Context: an optimization exercise on an open-source flow, tuned for small area, a short achievable clock period and few clock cycles per item. The choices shown serve that exercise and are no tape-out recipe.
The RTL was checked by simulation tests, not by an equivalence proof against the original design.
Power figures rest on the tool's default switching activity, not on a simulated workload.

== job 277 ==
// mips_div64
module mips_div64(
  input  logic         clk,
  input  logic         reset,
  input  logic [63:0]  srcA,
  input  logic [63:0]  srcB,
  input  logic [4:0]   rob_ptr_in,
  input  logic [1:0]   hilo_prf_ptr_in,
  input  logic         is_signed_div,
  input  logic         start_div,
  output logic [127:0] y,
  output logic [4:0]   rob_ptr_out,
  output logic [1:0]   hilo_prf_ptr_out,
  output logic         ready,
  output logic         complete
);
clock: 4.0 ns
lec_check: 0
cap_margin: 20
core_margin: 2
core_utilization: 60
setup_slack_margin: 0.7
slew_margin: 20
synth_hierarchical: 1
standard.sh (not shown) runs the stock make flow with config.mk's settings and CLKGATE_MAP_FILE= SYNTH_SCRIPT=/design/flow/synth_recipe.tcl, a recipe that flattens the netlist after the stock synthesis.
==> flow/flow/run.sh <==
#!/bin/bash
# Standard ORFS layout (the standard.sh) with one change to how it is
# made: the port buffers use the smallest buffer cell instead of the delay
# buffer buffer_ports picks by default.  All of make's output goes to
# standard_flow.log here.
set -euo pipefail
export BUFFER_PORTS_ARGS="-buffer_cell sky130_fd_sc_hd__buf_1"
bash standard.sh > standard_flow.log 2>&1
Testbench counts of job 277, summed over its fixed seeds: cycles 33,279, items 2,400.
For job 7125, these inputs were changed with respect to job 277:
- CORE_UTILIZATION now 40, was 60
### Flow results
Delta (job 7125 minus job 277): die area has increased, number of rows in the core area went up by 22%. On hold slack: between job 7125 and job 277, it ends up higher for job 7125.
### job 7125 -> job 8264
- CORE_UTILIZATION now 50, was 40
Notes after the runs:
Sort job 8264 and job 7125 by hold slack, ascending, and job 7125 comes first.
Diff job 7125 -> job 8264 | count of plain and timing-repair buffers in the layout | decrease of 53
Compared to job 7125, job 8264 has fraction of standard cell area in multi-input logic 1.5 points higher.
Comparing job 8264 and job 7125, share of the clock period used by the worst path is higher on job 8264.
From job 7125 to job 8264 the numbers moved as follows: power density over the cells moved up; combinational cell power level.
Of the two values seen for capture point of the critical path, r_exit was produced by job 8264 and r_k[4] by job 7125.
> inputs changed (job 8264 -> job 3100)
- SETUP_SLACK_MARGIN changed from 0.7 to 0.85
==> comparison <==
NOTE: number of design-rule violations left by the first detailed-router iteration in job 3100 exceeds that of job 8264
| total design power | job 3100 vs job 8264 | worse |
Job 3100: met1 track utilization from global routing is 0.25 points lower than what job 8264 reported.
On combinational power share: job 3100 sits above job 8264.
Job 3100 against job 8264: combinational power has remained practically unchanged, wire length of the first global-routing pass has increased, area growth from synthesis to final layout has increased, wire length has increased.
Job 3100 completed every stage of the flow, and the final layout passed the timing, DRC and antenna checks.
Higher post-CTS repair timing setup buffer count goes to job 3100 over job 8264.

Setup of north:
Another version of the RTL of mips_div64 (not shown whole).
Size: roughly 0.020 sq mm of cells after synthesis.
==> flow/config.mk <==
export PLATFORM = sky130hd
export DESIGN_NAME = mips_div64
export DESIGN_NICKNAME = mips_div64
export VERILOG_FILES = /design/flow/design.v
export SDC_FILE = /design/flow/constraint.sdc
export NUM_CORES = 4
export LEC_CHECK = 0
export CAP_MARGIN = 20
export CORE_MARGIN = 2
export CORE_UTILIZATION = 40
export CTS_BUF_LIST = sky130_fd_sc_hd__clkbuf_4 sky130_fd_sc_hd__clkbuf_8
export SETUP_SLACK_MARGIN = 1.0
export SLEW_MARGIN = 20
export SYNTH_HIERARCHICAL = 1
==> flow/constraint.sdc <==
create_clock -name core_clock -period 4.0 [get_ports {clk}]
set_input_delay 0.8000 -clock core_clock [delete_from_list [all_inputs] [get_ports {clk}]]
set_output_delay 0.8000 -clock core_clock [all_outputs]
set_load 0.01 [all_outputs]
Scripts as last shown in full above: flow/flow/run.sh
Testbench counts of north, summed over its fixed seeds: cycles 34,475, items 2,400.
diff inputs: north => south
Settings: SETUP_SLACK_MARGIN now 0.7, was 1.0; CTS_BUF_LIST no longer set, was sky130_fd_sc_hd__clkbuf_4 sky130_fd_sc_hd__clkbuf_8.
Findings:
A end point of the critical path of r_exit is what south shows, while r_k[3] belongs to north. Post-detailed-routing wire length went down by a few percent going from north to south. north has a higher count of clock-buffer cells in the layout than south. Per the comparison of south with north, combined area of all synthesized cells closely matched the old numbers, final clock period utilization by the worst path higher.
Modified inputs, east compared to south
Settings: SETUP_SLACK_MARGIN now 0.45, was 0.7.
Results
- Compared south against east; switching power share of the total within noise.
- east against south: overall via count from detail_route held; fraction of standard cell area that is sequential increased 0.33 points; layout cell share with drive strength beyond 1 dropped 2.6 points.
## Diff of input files: west against east
Settings: an added CTS_BUF_LIST of sky130_fd_sc_hd__clkbuf_4 sky130_fd_sc_hd__clkbuf_8; a change of SETUP_SLACK_MARGIN from 0.45 to 0.7.
==> comparison <==
- [west] stage delay of the slowest cell on the critical path rose 0.12 ns relative to east
- Going from east to west, wire length of the first global-routing pass rose 0.56%; final cell area excluding filler cells shows an increase of 1.8%; fraction of final layout cells with drive strength greater than 1 grew by 3.3 points.
- west | stages: all done | timing, DRC, antenna: all pass
- Between west and east, the difference in via count is negligible.
- Compared with east, west instantiates a larger number of cells.
- Summary of west over east: number of cells in the design after placement shrank by about 0.6%; share of total power in the clock network rose 0.3 points; clock skew went up by 0.021 ns.

-- static timing again, ports no longer ideal --
The results above use ideal ports. As a check the final layouts listed here were re-extracted and re-timed, cells and wires unchanged. Step 1, drivers: a clkbuf_16 drives clk and a buf_2 each remaining input, both assumed. Step 2 times the ports against the registers' clock, not the clock port: input delays grow and output delays shrink by t, the midpoint of the rising clock arrivals with the driver on. Slacks: ideal ports / drivers / drivers and shift; pairs: ideal ports / drivers.
run	shift t [ns]	setup WS [ns]	worst hold slack (ns)	worst data-port slew with drivers (ns)
job 277	0.632	0.676 / 0.712 / 0.080	0.381 / 0.357 / 0.403	0.06
job 7125	0.632	0.828 / 0.838 / 0.222	0.386 / 0.362 / 0.404	0.07
job 8264	0.635	0.803 / 0.820 / 0.206	0.390 / 0.362 / 0.409	0.07
job 3100	0.636	0.887 / 0.927 / 0.291	0.387 / 0.358 / 0.404	0.05
north	0.665	0.958 / 0.973 / 0.325	0.338 / 0.318 / 0.399	0.07
south	0.639	0.809 / 0.838 / 0.200	0.372 / 0.340 / 0.405	0.06
east	0.623	0.597 / 0.622 / 0.009	0.395 / 0.367 / 0.404	0.08
west	0.671	0.788 / 0.818 / 0.147	0.337 / 0.309 / 0.409	0.06
After both steps every run listed still meets setup and hold. The setup slack of west, which loses most, moves by +0.030 ns with the drivers and by -0.641 ns with both steps.
